Source: an optimization exercise on an open RTL-to-GDS flow (aim: a short achievable clock period and few clock cycles). Production flows keep margins and buffers that such runs may drop.
At most, simulation tests tie the RTL to the original design; equivalence was not proved.
Power is estimated from default activity; no workload was simulated.

## cpu
module cpu(clk,reset,read_data,write_data,N,V,Z,mem_addr,mem_cmd);
input clk, reset;
input [15:0] read_data;
output reg [15:0] write_data;
output reg N, V, Z;
output reg [8:0] mem_addr;
output reg [1:0] mem_cmd;
reg [15:0] R0, R1, R2, R3, R4, R5, R6, R7;
reg [8:0] pc;                 
reg op_fetch;                 
reg op_load;                  
reg [7:0] m_sel;              
reg arr_fetch;                
reg arr_load;                 
reg [7:0] l_sel;
reg d_valid;
reg [15:0] d_ir;
reg d_wr, d_fwdok, d_hzsrc, d_and, d_add, d_cmp, d_inv, d_ldr, d_str, d_halt, d_movi;
reg [7:0] d_rdsel;            
reg [7:0] d_asrc, d_bsrc;     
reg d_hz;                     
reg dA_e, dA_w, dA_l, dB_e, dB_w, dB_l;   
reg [7:0] dA_r, dB_r;         
reg [7:0] e_wsel;             
reg [7:0] e_addsel;           
reg [7:0] e_rdsel;
reg e_and, e_cmp, e_ldr, e_str, e_cin;
reg [15:0] e_A, e_B;
reg [4:0] e_im5;
reg [15:0] a_sum;
reg [7:0] a_sel;
reg w_cmp, w_z, w_a15, w_b15;
reg halted;
function [7:0] onehot(input [2:0] x);
  onehot = 8'b1 << x;
endfunction
localparam FW = 16 + 13 + 24;    
function [FW-1:0] predecode(input [15:0] w);
  reg movi, mov, alu, add, cmp, andi, mvn, ldr, str, halt, usesA, usesB, wr;
  begin
    movi = w[15:13] == 3'b110 &  w[12];
    mov  = w[15:13] == 3'b110 & ~w[12];
    alu  = w[15:13] == 3'b101;
    add  = alu & w[12:11] == 2'b00;
    cmp  = alu & w[12:11] == 2'b01;
    andi = alu & w[12:11] == 2'b10;
    mvn  = alu & w[12:11] == 2'b11;
    ldr  = w[15:13] == 3'b011;
    str  = w[15:13] == 3'b100;
    halt = w[15:13] == 3'b111;
    usesA = add | cmp | andi | ldr | str;
    usesB = mov | alu | str;
    wr = movi | mov | add | andi | mvn;
    predecode = {w,
      wr, movi | mov | andi | mvn, add | ldr, andi, add | cmp, cmp, cmp | mvn, ldr, str, halt, movi, 2'b00,
      usesA ? onehot(w[10:8]) : 8'b0,
      usesB ? onehot(str ? w[7:5] : w[2:0]) : 8'b0,
      onehot(movi ? w[10:8] : w[7:5])};
  end
endfunction
reg [FW-1:0] fq [0:7];        
reg [7:0] wsel, rsel;         
reg [3:0] q_cnt;
reg q_nonempty;
wire [FW-1:0] pd_in = predecode(read_data);
reg [FW-1:0] x;
integer k;
always @(*) begin
  x = {FW{1'b0}};
  for (k = 0; k < 8; k = k + 1) x = x | ({FW{rsel[k]}} & fq[k]);
end
  ...
clock: 5.0 ns
lec_check: 0
abc_clock_period_in_ps: 1500
cap_margin: 20
core_margin: 2
core_utilization: 40
setup_slack_margin: 3.0
slew_margin: 20
run.sh (not shown) runs the stock make flow with config.mk's settings and CLKGATE_MAP_FILE= SYNTH_SCRIPT=/design/flow/synth_recipe.tcl, a recipe that flattens the netlist after the stock synthesis.
Then changed:
--- a/flow/design.v
+++ b/flow/design.v
@@ -53,28 +53,22 @@
     wr = movi | mov | add | andi | mvn;
     predecode = {w,
       wr, movi | mov | andi | mvn, add | ldr, andi, add | cmp, cmp, cmp | mvn, ldr, str, halt, movi, 2'b00,
       usesA ? onehot(w[10:8]) : 8'b0,
       usesB ? onehot(str ? w[7:5] : w[2:0]) : 8'b0,
       onehot(movi ? w[10:8] : w[7:5])};
   end
 endfunction
 reg [FW-1:0] fq [0:7];        
-reg [7:0] wsel, rsel;         
-reg [3:0] q_cnt;
-reg q_nonempty;
+reg [7:0] qv;                 
 wire [FW-1:0] pd_in = predecode(read_data);
-reg [FW-1:0] x;
+wire [FW-1:0] x = fq[0];
 integer k;
-always @(*) begin
-  x = {FW{1'b0}};
-  for (k = 0; k < 8; k = k + 1) x = x | ({FW{rsel[k]}} & fq[k]);
-end
 wire [15:0] x_ir = x[FW-1:FW-16];
 wire x_wr = x[36], x_fwdok = x[35], x_hzsrc = x[34], x_and = x[33], x_add = x[32], x_cmp = x[31],
      x_inv = x[30], x_ldr = x[29], x_str = x[28], x_halt = x[27], x_movi = x[26];
 wire [7:0] x_asrc = x[23:16], x_bsrc = x[15:8], x_rdsel = x[7:0];
 wire d_adv = d_valid & ~d_hz & ~halted;
 wire d_take = ~d_valid | d_adv;
 wire kill = |((e_wsel | e_addsel) & m_sel);
 wire arr_next = op_load & ~kill;
 wire e1_fwd = d_valid & d_fwdok;           
@@ -105,22 +99,27 @@
 always @(*) begin
   case (d_ir[4:3])
     2'b00: b_sh = b_val;
     2'b01: b_sh = {b_val[14:0], 1'b0};
     2'b10: b_sh = {1'b0, b_val[15:1]};
     default: b_sh = {b_val[15], b_val[15:1]};
   endcase
 end
 wire [15:0] b_next = (d_inv ? ~b_sh : b_sh) | {8'b0, d_movi ? d_ir[7:0] : 8'b0};
-wire d_load = d_take & q_nonempty;
-always @(posedge clk) begin
-  for (k = 0; k < 8; k = k + 1)
-    if (arr_fetch & wsel[k]) fq[k] <= pd_in;
+wire d_load = d_take & qv[0];
+always @(posedge clk) begin
+  for (k = 0; k < 8; k = k + 1) begin
+    if (d_load) begin
+      if (k < 7 && qv[k < 7 ? k + 1 : 7]) fq[k] <= fq[k < 7 ? k + 1 : 7];
+      else if (arr_fetch & qv[k]) fq[k] <= pd_in;
+    end else if (arr_fetch & ~qv[k] & (k == 0 || qv[k > 0 ? k - 1 : 0]))
+      fq[k] <= pd_in;
+  end
   if (d_take) begin
     d_ir <= x_ir;
     d_wr <= x_wr;
     d_fwdok <= x_fwdok;
     d_hzsrc <= x_hzsrc;
     d_and <= x_and;
     d_add <= x_add;
     d_cmp <= x_cmp;
     d_inv <= x_inv;
@@ -144,31 +143,26 @@
     dB_e <= 1'b0;
     dA_w <= hA_w;
     dB_w <= hB_w;
     dA_l <= hA_l;
     dB_l <= hB_l;
     dA_r <= d_asrc & {8{~hA_w & ~hA_l}};
     dB_r <= d_bsrc & {8{~hB_w & ~hB_l}};
   end
   if (reset) begin
-    wsel <= 8'b1;
-    rsel <= 8'b1;
-    q_cnt <= 4'd0;
-    q_nonempty <= 1'b0;
+    qv <= 8'b0;
     d_valid <= 1'b0;
     d_hz <= 1'b0;
   end else begin
-    if (arr_fetch) wsel <= {wsel[6:0], wsel[7]};
-    if (d_load) rsel <= {rsel[6:0], rsel[7]};
-    q_cnt <= q_cnt + {3'b0, arr_fetch} - {3'b0, d_load};
-    q_nonempty <= arr_fetch | (q_cnt > {3'b0, d_load});
+    if (d_load & ~arr_fetch) qv <= {1'b0, qv[7:1]};
+    else if (arr_fetch & ~d_load) qv <= {qv[6:0], 1'b1};
     if (d_take) begin
-      d_valid <= q_nonempty;
+      d_valid <= qv[0];
       d_hz <= t_hz;
     end else
       d_hz <= h_hz;
   end
 end
 always @(posedge clk) begin
   if (reset) begin
     e_wsel <= 8'b0; e_addsel <= 8'b0; a_sel <= 8'b0; w_cmp <= 1'b0; e_and <= 1'b0; e_cmp <= 1'b0; e_ldr <= 1'b0; e_str <= 1'b0;
     halted <= 1'b0;
@@ -202,19 +196,19 @@
   w_z <= &(e_A ^ e_B);
   w_a15 <= e_A[15];
   w_b15 <= ~e_B[15];
   if (w_cmp) begin
     Z <= w_z;
     N <= a_sum[15];
     V <= (w_a15 & w_b15 & ~a_sum[15]) | ((w_a15 != w_b15) & (w_a15 == a_sum[15]));
   end
 end
-wire fetch_ok = ~halted & (q_cnt + {3'b0, arr_fetch} + {3'b0, op_fetch} < 4'd8);
+wire fetch_ok = ~halted & ~(arr_fetch & op_fetch ? qv[5] : (arr_fetch | op_fetch) ? qv[6] : qv[7]);
 always @(posedge clk) begin
   if (reset) begin
     mem_cmd <= 2'b11;
     mem_addr <= 9'd0;
     pc <= 9'd1;
     op_fetch <= 1'b1;
     op_load <= 1'b0;
     arr_fetch <= 1'b0;
     arr_load <= 1'b0;
Result: The changed run ran to the end with no violations; via count rises by 13%; worst hold slack barely changes; area after synthesis rose by 4.8%; fmax rose by 13%; design area went up by 6.1%; clock skew climbs by 0.0086 ns; power drops by 11%; sequential share of layout area falls by 3.9 points; routed wire length rose by 14%.
Testbench counts after the change, summed over its fixed seeds: cycles 11,707.
Only the layout flow was run in the first run of this note; the RTL was not checked for function there.

* * *

== TR ==
The RTL this note starts from:
==> flow/design.v <==
module cpu(clk,reset,read_data,write_data,N,V,Z,mem_addr,mem_cmd);
input clk, reset;
input [15:0] read_data;
output reg [15:0] write_data;
output reg N, V, Z;
output reg [8:0] mem_addr;
output reg [1:0] mem_cmd;
reg [15:0] R0, R1, R2, R3, R4, R5, R6, R7;
reg [8:0] pc;                 
reg op_fetch;                 
reg op_load;                  
reg [7:0] m_sel;              
reg arr_fetch;                
reg arr_load;                 
reg [7:0] l_sel;
reg d_valid;
reg [15:0] d_ir;
reg d_wr, d_fwdok, d_hzsrc, d_and, d_add, d_cmp, d_inv, d_ldr, d_str, d_halt, d_movi;
reg [7:0] d_rdsel;            
reg [7:0] d_asrc, d_bsrc;     
reg d_hz;                     
reg dA_e, dA_w, dA_l, dB_e, dB_w, dB_l;   
reg [7:0] dA_r, dB_r;         
reg [7:0] e_wsel;             
reg [7:0] e_addsel;           
reg [7:0] e_rdsel;
reg e_and, e_cmp, e_ldr, e_str;
reg [15:0] e_A, e_B;
reg [15:0] e_p;                 
reg [4:0] e_im5;
reg [15:0] a_sum;
reg [7:0] a_sel;
reg w_cmp, w_z, w_a15, w_b15;
reg fN, fV, fZ;               
reg halted;
function [7:0] onehot(input [2:0] x);
  onehot = 8'b1 << x;
endfunction
localparam FW = 16 + 13 + 24;    
function [FW-1:0] predecode(input [15:0] w);
  reg movi, mov, alu, add, cmp, andi, mvn, ldr, str, halt, usesA, usesB, wr;
  begin
    movi = w[15:13] == 3'b110 &  w[12];
    mov  = w[15:13] == 3'b110 & ~w[12];
    alu  = w[15:13] == 3'b101;
    add  = alu & w[12:11] == 2'b00;
    cmp  = alu & w[12:11] == 2'b01;
    andi = alu & w[12:11] == 2'b10;
    mvn  = alu & w[12:11] == 2'b11;
    ldr  = w[15:13] == 3'b011;
    str  = w[15:13] == 3'b100;
    halt = w[15:13] == 3'b111;
    usesA = add | cmp | andi | ldr | str;
    usesB = mov | alu | str;
    wr = movi | mov | add | andi | mvn;
    predecode = {w,
      wr, movi | mov | andi | mvn, add | ldr, andi, add | cmp, cmp, mvn, ldr, str, halt, movi, 2'b00,
      usesA ? onehot(w[10:8]) : 8'b0,
      usesB ? onehot(str ? w[7:5] : w[2:0]) : 8'b0,
      onehot(movi ? w[10:8] : w[7:5])};
  end
endfunction
localparam QN = 6;            
reg [FW-1:0] fq0;             
reg [15:0] fq [1:QN-1];       
reg [QN-1:0] qv;              
reg d_take;                   
reg d_load;                   
wire [FW-1:0] pd_in = predecode(read_data);
wire [FW-1:0] x = fq0;
integer k;
wire [15:0] x_ir = x[FW-1:FW-16];
wire x_wr = x[36], x_fwdok = x[35], x_hzsrc = x[34], x_and = x[33], x_add = x[32], x_cmp = x[31],
     x_inv = x[30], x_ldr = x[29], x_str = x[28], x_halt = x[27], x_movi = x[26];
wire [7:0] x_asrc = x[23:16], x_bsrc = x[15:8], x_rdsel = x[7:0];
wire d_adv = d_valid & d_take;   
wire kill = |((e_wsel | e_addsel) & m_sel);
wire arr_next = op_load & ~kill;
wire e1_fwd = d_valid & d_fwdok;           
wire e1_hz  = d_valid & d_hzsrc;           
wire tA_e = e1_fwd & |(x_asrc & d_rdsel);
wire tB_e = e1_fwd & |(x_bsrc & d_rdsel);
wire tA_w = ~tA_e & |(x_asrc & e_addsel);
wire tB_w = ~tB_e & |(x_bsrc & e_addsel);
wire tA_l = ~tA_e & ~tA_w & arr_next & |(x_asrc & m_sel);
wire tB_l = ~tB_e & ~tB_w & arr_next & |(x_bsrc & m_sel);
wire t_hz = (e1_hz & |((x_asrc | x_bsrc) & d_rdsel)) | (e_ldr & |((x_asrc | x_bsrc) & e_rdsel));
wire hA_w = |(d_asrc & e_addsel);
wire hB_w = |(d_bsrc & e_addsel);
wire hA_l = ~hA_w & arr_next & |(d_asrc & m_sel);
wire hB_l = ~hB_w & arr_next & |(d_bsrc & m_sel);
wire h_hz = e_ldr & |((d_asrc | d_bsrc) & e_rdsel);
function [15:0] ksadd(input [15:0] g0, input [15:0] p0);
  reg [15:0] g, p;
  integer i, d;
  begin
    g = g0;
    p = p0;
    for (d = 1; d < 16; d = d * 2)
      for (i = 15; i >= d; i = i - 1) begin
        g[i] = g[i] | (p[i] & g[i - d]);
        p[i] = p[i] & p[i - d];
      end
    ksadd = p0 ^ {g[14:0], 1'b0};
  end
endfunction
wire [15:0] e_g = e_A & e_B;
wire [15:0] sum = ksadd(e_g, e_p);
wire [15:0] e_fast = e_and ? e_g : e_p;   
wire [8:0] daddr = e_A[8:0] + {4'b0, e_im5};
wire [15:0] a_val = ({16{dA_e}} & e_fast) | ({16{dA_w}} & a_sum) | ({16{dA_l}} & read_data) |
  ({16{dA_r[0]}} & R0) | ({16{dA_r[1]}} & R1) | ({16{dA_r[2]}} & R2) | ({16{dA_r[3]}} & R3) |
  ({16{dA_r[4]}} & R4) | ({16{dA_r[5]}} & R5) | ({16{dA_r[6]}} & R6) | ({16{dA_r[7]}} & R7);
wire [15:0] b_val = ({16{dB_e}} & e_fast) | ({16{dB_w}} & a_sum) | ({16{dB_l}} & read_data) |
  ({16{dB_r[0]}} & R0) | ({16{dB_r[1]}} & R1) | ({16{dB_r[2]}} & R2) | ({16{dB_r[3]}} & R3) |
  ({16{dB_r[4]}} & R4) | ({16{dB_r[5]}} & R5) | ({16{dB_r[6]}} & R6) | ({16{dB_r[7]}} & R7);
reg [15:0] b_sh;
always @(*) begin
  case (d_ir[4:3])
    2'b00: b_sh = b_val;
    2'b01: b_sh = {b_val[14:0], 1'b0};
    2'b10: b_sh = {1'b0, b_val[15:1]};
    default: b_sh = {b_val[15], b_val[15:1]};
  endcase
end
wire [15:0] b_next = (d_inv ? ~b_sh : b_sh) | {8'b0, d_movi ? d_ir[7:0] : 8'b0};
wire [15:0] a_next = d_cmp ? ~a_val : a_val;
wire [15:0] p_next = a_val ^ b_sh ^ ({16{d_cmp ^ d_inv}} | {8'b0, d_movi ? d_ir[7:0] : 8'b0});
reg [QN-1:0] qv_n;
reg d_valid_n, d_hz_n, halted_n;
always @(*) begin
  qv_n = qv;
  if (d_load & ~arr_fetch) qv_n = qv >> 1;
  else if (arr_fetch & ~d_load) qv_n = {qv[QN-2:0], 1'b1};
  d_valid_n = d_take ? qv[0] : d_valid;
  d_hz_n = d_take ? t_hz : h_hz;
  halted_n = halted | (d_adv & d_halt);
  if (reset) begin
    qv_n = {QN{1'b0}};
    d_valid_n = 1'b0;
    d_hz_n = 1'b0;
    halted_n = 1'b0;
  end
end
always @(posedge clk) begin
  if (d_load) begin
    if (qv[1]) fq0 <= predecode(fq[1]);
    else if (arr_fetch) fq0 <= pd_in;
  end else if (arr_fetch & ~qv[0])
    fq0 <= pd_in;
  for (k = 1; k < QN; k = k + 1) begin
    if (d_load) begin
      if (k < QN - 1 && qv[k < QN - 1 ? k + 1 : QN - 1]) fq[k] <= fq[k < QN - 1 ? k + 1 : QN - 1];
      else if (arr_fetch & qv[k]) fq[k] <= read_data;
    end else if (arr_fetch & ~qv[k] & qv[k - 1])
      fq[k] <= read_data;
  end
  qv <= qv_n;
  d_valid <= d_valid_n;
  d_hz <= d_hz_n;
  halted <= halted_n;
  d_take <= ~d_valid_n | (~d_hz_n & ~halted_n);
  d_load <= (~d_valid_n | (~d_hz_n & ~halted_n)) & qv_n[0];
  if (d_take) begin
    d_ir <= x_ir;
    d_wr <= x_wr;
    d_fwdok <= x_fwdok;
    d_hzsrc <= x_hzsrc;
    d_and <= x_and;
    d_add <= x_add;
    d_cmp <= x_cmp;
    d_inv <= x_inv;
    d_ldr <= x_ldr;
    d_str <= x_str;
    d_halt <= x_halt;
    d_movi <= x_movi;
    d_rdsel <= x_rdsel;
    d_asrc <= x_asrc;
    d_bsrc <= x_bsrc;
    dA_e <= tA_e;
    dB_e <= tB_e;
    dA_w <= tA_w;
    dB_w <= tB_w;
    dA_l <= tA_l;
    dB_l <= tB_l;
    dA_r <= x_asrc & {8{~tA_e & ~tA_w & ~tA_l}};
    dB_r <= x_bsrc & {8{~tB_e & ~tB_w & ~tB_l}};
  end else begin
    dA_e <= 1'b0;
    dB_e <= 1'b0;
    dA_w <= hA_w;
    dB_w <= hB_w;
    dA_l <= hA_l;
    dB_l <= hB_l;
    dA_r <= d_asrc & {8{~hA_w & ~hA_l}};
    dB_r <= d_bsrc & {8{~hB_w & ~hB_l}};
  end
end
always @(posedge clk) begin
  if (reset) begin
    e_wsel <= 8'b0; e_addsel <= 8'b0; a_sel <= 8'b0; w_cmp <= 1'b0; e_and <= 1'b0; e_cmp <= 1'b0; e_ldr <= 1'b0; e_str <= 1'b0;
  end else begin
    e_wsel <= d_rdsel & {8{d_adv & d_wr & d_fwdok}};
    e_addsel <= d_rdsel & {8{d_adv & d_wr & ~d_fwdok}};
    a_sel <= e_addsel;
    w_cmp <= e_cmp;
    e_and <= d_adv & d_and;
    e_cmp <= d_adv & d_cmp;
    e_ldr <= d_adv & d_ldr;
    e_str <= d_adv & d_str;
  end
  e_rdsel <= d_rdsel;
  e_A <= a_next;
  e_B <= b_next;
  e_p <= p_next;
  e_im5 <= d_ir[4:0];
end
wire w_r15 = ~a_sum[15];    
wire w_v = (w_a15 & w_b15 & ~w_r15) | ((w_a15 != w_b15) & (w_a15 == w_r15));
always @(posedge clk) begin
  if (e_wsel[0]) R0 <= e_fast; else if (a_sel[0]) R0 <= a_sum; else if (arr_load & l_sel[0]) R0 <= read_data;
  if (e_wsel[1]) R1 <= e_fast; else if (a_sel[1]) R1 <= a_sum; else if (arr_load & l_sel[1]) R1 <= read_data;
  if (e_wsel[2]) R2 <= e_fast; else if (a_sel[2]) R2 <= a_sum; else if (arr_load & l_sel[2]) R2 <= read_data;
  if (e_wsel[3]) R3 <= e_fast; else if (a_sel[3]) R3 <= a_sum; else if (arr_load & l_sel[3]) R3 <= read_data;
  if (e_wsel[4]) R4 <= e_fast; else if (a_sel[4]) R4 <= a_sum; else if (arr_load & l_sel[4]) R4 <= read_data;
  if (e_wsel[5]) R5 <= e_fast; else if (a_sel[5]) R5 <= a_sum; else if (arr_load & l_sel[5]) R5 <= read_data;
  if (e_wsel[6]) R6 <= e_fast; else if (a_sel[6]) R6 <= a_sum; else if (arr_load & l_sel[6]) R6 <= read_data;
  if (e_wsel[7]) R7 <= e_fast; else if (a_sel[7]) R7 <= a_sum; else if (arr_load & l_sel[7]) R7 <= read_data;
  a_sum <= sum;
  w_z <= &e_p;
  w_a15 <= ~e_A[15];
  w_b15 <= e_B[15];
  if (w_cmp) begin
    fZ <= w_z;
    fN <= w_r15;
    fV <= w_v;
  end
  Z <= (w_cmp & w_z) | (~w_cmp & fZ);
  N <= (w_cmp & w_r15) | (~w_cmp & fN);
  V <= (w_cmp & w_v) | (~w_cmp & fV);
end
wire fetch_ok = ~halted & ~(arr_fetch & op_fetch ? qv[QN-3] : (arr_fetch | op_fetch) ? qv[QN-2] : qv[QN-1]);
always @(posedge clk) begin
  if (reset) begin
    mem_cmd <= 2'b11;
    mem_addr <= 9'd0;
    pc <= 9'd1;
    op_fetch <= 1'b1;
    op_load <= 1'b0;
    arr_fetch <= 1'b0;
    arr_load <= 1'b0;
  end else begin
    arr_fetch <= op_fetch;
    arr_load <= arr_next;
    l_sel <= m_sel;
    m_sel <= e_rdsel;
    if (e_ldr | e_str) begin
      mem_addr <= daddr;
      mem_cmd <= e_str ? 2'b01 : 2'b11;
      op_fetch <= 1'b0;
      op_load <= e_ldr;
    end else if (fetch_ok) begin
      mem_addr <= pc;
      pc <= pc + 9'd1;
      mem_cmd <= 2'b11;
      op_fetch <= 1'b1;
      op_load <= 1'b0;
    end else begin
      mem_addr <= pc;
      mem_cmd <= 2'b00;
      op_fetch <= 1'b0;
      op_load <= 1'b0;
    end
  end
end
always @(posedge clk) write_data <= e_B;   
endmodule
Settings: LEC_CHECK=0, ABC_CLOCK_PERIOD_IN_PS=1500, CAP_MARGIN=20, CORE_MARGIN=2, CORE_UTILIZATION=40, SETUP_SLACK_MARGIN=3.0, SLEW_MARGIN=20; clock period 5.0 ns.
Testbench counts of TR, summed over its fixed seeds: cycles 11,711.
Inputs modified between TR and MS:
diff --git a/flow/design.v b/flow/design.v
--- a/flow/design.v
+++ b/flow/design.v
@@ -23,13 +23,13 @@
 reg [7:0] dA_r, dB_r;         
 reg [7:0] e_wsel;             
 reg [7:0] e_addsel;           
 reg [7:0] e_rdsel;
 reg e_and, e_cmp, e_ldr, e_str;
 reg [15:0] e_A, e_B;
-reg [15:0] e_p;                 
+reg [15:0] e_g, e_p;           
 reg [4:0] e_im5;
 reg [15:0] a_sum;
 reg [7:0] a_sel;
 reg w_cmp, w_z, w_a15, w_b15;
 reg fN, fV, fZ;               
 reg halted;
@@ -58,19 +58,18 @@
       usesA ? onehot(w[10:8]) : 8'b0,
       usesB ? onehot(str ? w[7:5] : w[2:0]) : 8'b0,
       onehot(movi ? w[10:8] : w[7:5])};
   end
 endfunction
 localparam QN = 6;            
-reg [FW-1:0] fq0;             
-reg [15:0] fq [1:QN-1];       
+reg [FW-1:0] fq [0:QN-1];     
 reg [QN-1:0] qv;              
 reg d_take;                   
 reg d_load;                   
 wire [FW-1:0] pd_in = predecode(read_data);
-wire [FW-1:0] x = fq0;
+wire [FW-1:0] x = fq[0];
 integer k;
 wire [15:0] x_ir = x[FW-1:FW-16];
 wire x_wr = x[36], x_fwdok = x[35], x_hzsrc = x[34], x_and = x[33], x_add = x[32], x_cmp = x[31],
      x_inv = x[30], x_ldr = x[29], x_str = x[28], x_halt = x[27], x_movi = x[26];
 wire [7:0] x_asrc = x[23:16], x_bsrc = x[15:8], x_rdsel = x[7:0];
 wire d_adv = d_valid & d_take;   
@@ -101,13 +100,12 @@
         g[i] = g[i] | (p[i] & g[i - d]);
         p[i] = p[i] & p[i - d];
       end
     ksadd = p0 ^ {g[14:0], 1'b0};
   end
 endfunction
-wire [15:0] e_g = e_A & e_B;
 wire [15:0] sum = ksadd(e_g, e_p);
 wire [15:0] e_fast = e_and ? e_g : e_p;   
 wire [8:0] daddr = e_A[8:0] + {4'b0, e_im5};
 wire [15:0] a_val = ({16{dA_e}} & e_fast) | ({16{dA_w}} & a_sum) | ({16{dA_l}} & read_data) |
   ({16{dA_r[0]}} & R0) | ({16{dA_r[1]}} & R1) | ({16{dA_r[2]}} & R2) | ({16{dA_r[3]}} & R3) |
   ({16{dA_r[4]}} & R4) | ({16{dA_r[5]}} & R5) | ({16{dA_r[6]}} & R6) | ({16{dA_r[7]}} & R7);
@@ -122,13 +120,12 @@
     2'b10: b_sh = {1'b0, b_val[15:1]};
     default: b_sh = {b_val[15], b_val[15:1]};
   endcase
 end
 wire [15:0] b_next = (d_inv ? ~b_sh : b_sh) | {8'b0, d_movi ? d_ir[7:0] : 8'b0};
 wire [15:0] a_next = d_cmp ? ~a_val : a_val;
-wire [15:0] p_next = a_val ^ b_sh ^ ({16{d_cmp ^ d_inv}} | {8'b0, d_movi ? d_ir[7:0] : 8'b0});
 reg [QN-1:0] qv_n;
 reg d_valid_n, d_hz_n, halted_n;
 always @(*) begin
   qv_n = qv;
   if (d_load & ~arr_fetch) qv_n = qv >> 1;
   else if (arr_fetch & ~d_load) qv_n = {qv[QN-2:0], 1'b1};
@@ -140,23 +137,18 @@
     d_valid_n = 1'b0;
     d_hz_n = 1'b0;
     halted_n = 1'b0;
   end
 end
 always @(posedge clk) begin
-  if (d_load) begin
-    if (qv[1]) fq0 <= predecode(fq[1]);
-    else if (arr_fetch) fq0 <= pd_in;
-  end else if (arr_fetch & ~qv[0])
-    fq0 <= pd_in;
-  for (k = 1; k < QN; k = k + 1) begin
+  for (k = 0; k < QN; k = k + 1) begin
     if (d_load) begin
       if (k < QN - 1 && qv[k < QN - 1 ? k + 1 : QN - 1]) fq[k] <= fq[k < QN - 1 ? k + 1 : QN - 1];
-      else if (arr_fetch & qv[k]) fq[k] <= read_data;
-    end else if (arr_fetch & ~qv[k] & qv[k - 1])
-      fq[k] <= read_data;
+      else if (arr_fetch & qv[k]) fq[k] <= pd_in;
+    end else if (arr_fetch & ~qv[k] & (k == 0 || qv[k > 0 ? k - 1 : 0]))
+      fq[k] <= pd_in;
   end
   qv <= qv_n;
   d_valid <= d_valid_n;
   d_hz <= d_hz_n;
   halted <= halted_n;
   d_take <= ~d_valid_n | (~d_hz_n & ~halted_n);
@@ -209,13 +201,14 @@
     e_ldr <= d_adv & d_ldr;
     e_str <= d_adv & d_str;
   end
   e_rdsel <= d_rdsel;
   e_A <= a_next;
   e_B <= b_next;
-  e_p <= p_next;
+  e_g <= a_next & b_next;
+  e_p <= a_next ^ b_next;
   e_im5 <= d_ir[4:0];
 end
 wire w_r15 = ~a_sum[15];    
 wire w_v = (w_a15 & w_b15 & ~w_r15) | ((w_a15 != w_b15) & (w_a15 == w_r15));
 always @(posedge clk) begin
   if (e_wsel[0]) R0 <= e_fast; else if (a_sel[0]) R0 <= a_sum; else if (arr_load & l_sel[0]) R0 <= read_data;
@@ -232,15 +225,15 @@
   w_b15 <= e_B[15];
   if (w_cmp) begin
     fZ <= w_z;
     fN <= w_r15;
     fV <= w_v;
   end
-  Z <= (w_cmp & w_z) | (~w_cmp & fZ);
-  N <= (w_cmp & w_r15) | (~w_cmp & fN);
-  V <= (w_cmp & w_v) | (~w_cmp & fV);
+  Z <= w_cmp ? w_z : fZ;
+  N <= w_cmp ? w_r15 : fN;
+  V <= w_cmp ? w_v : fV;
 end
 wire fetch_ok = ~halted & ~(arr_fetch & op_fetch ? qv[QN-3] : (arr_fetch | op_fetch) ? qv[QN-2] : qv[QN-1]);
 always @(posedge clk) begin
   if (reset) begin
     mem_cmd <= 2'b11;
     mem_addr <= 9'd0;
[summary]
- Of MS and TR, MS shows the higher cell area, with TR below it.
- Share of power burned in combinational logic, MS and TR: larger value in TR
- Comparing final-stage net count for MS and TR, the bigger number came from MS.
- [MS] post-route worst setup slack fell 250 ps relative to TR
- Looking only at number of standard cells in the layout, taps in and fillers out, and setting everything else aside, the lower value of MS and TR goes to TR.
- Synthesis-to-layout area growth (lower): TR
- Summary of MS over TR: static leakage grew by about 23%, synthesized cell count grew by 422.
- Sort MS and TR by worst-case headroom to the max-slew limit desc -> top: MS
- Higher global-route wire length before repair was reported by MS, not TR.
- Number of clock buffers in the layout for MS is higher than for TR.
- Of the two values seen for capturing element of the worst setup path, a_sum[14] was produced by TR and e_p[7] by MS.
- When the final numbers for MS and TR were put side by side, the share of the clock period used by the worst path after layout turned out to be smaller in TR.
- Taking TR as the reference point, the mux contribution to synthesized area of MS falls by 2.4 points.
- TR has higher global-route usage than MS.
Only the layout flow was run in MS; the RTL was not checked for function there.

==> afterwards: timing with drivers on the ports <==
No port has a modelled driver above. Below, the same layouts with a new extraction and two added sets of constraints. Step 1 assumes that a clkbuf_16 drives the clock port and a buf_2 every other input. Step 2 also shifts input and output timing later by t, the mid clock arrival at the registers, as if the neighbouring blocks saw the same clock. Three values: ideal, step 1, step 2; two values: the first two.
| run | t, ns | setup WS [ns] | worst hold slack (ns) | latest minus earliest clock arrival (ns) |
|---|---|---|---|---|
| the first run of note 1 | 0.694 | 2.560 / 2.560 / 2.331 | 0.377 / 0.377 / 0.377 | 0.021 / 0.021 |
| the second run of note 1 | 0.697 | 2.841 / 2.780 / 2.306 | 0.374 / 0.374 / 0.374 | 0.035 / 0.034 |
| TR | 0.665 | 2.937 / 2.894 / 2.399 | 0.370 / 0.370 / 0.370 | 0.021 / 0.021 |
| MS | 0.665 | 2.686 / 2.686 / 2.083 | 0.324 / 0.324 / 0.324 | 0.031 / 0.031 |
After both steps setup and hold are still met in every run listed. The setup slack of MS, which loses most, moves by 0.000 ns with the drivers and by -0.603 ns with both steps.
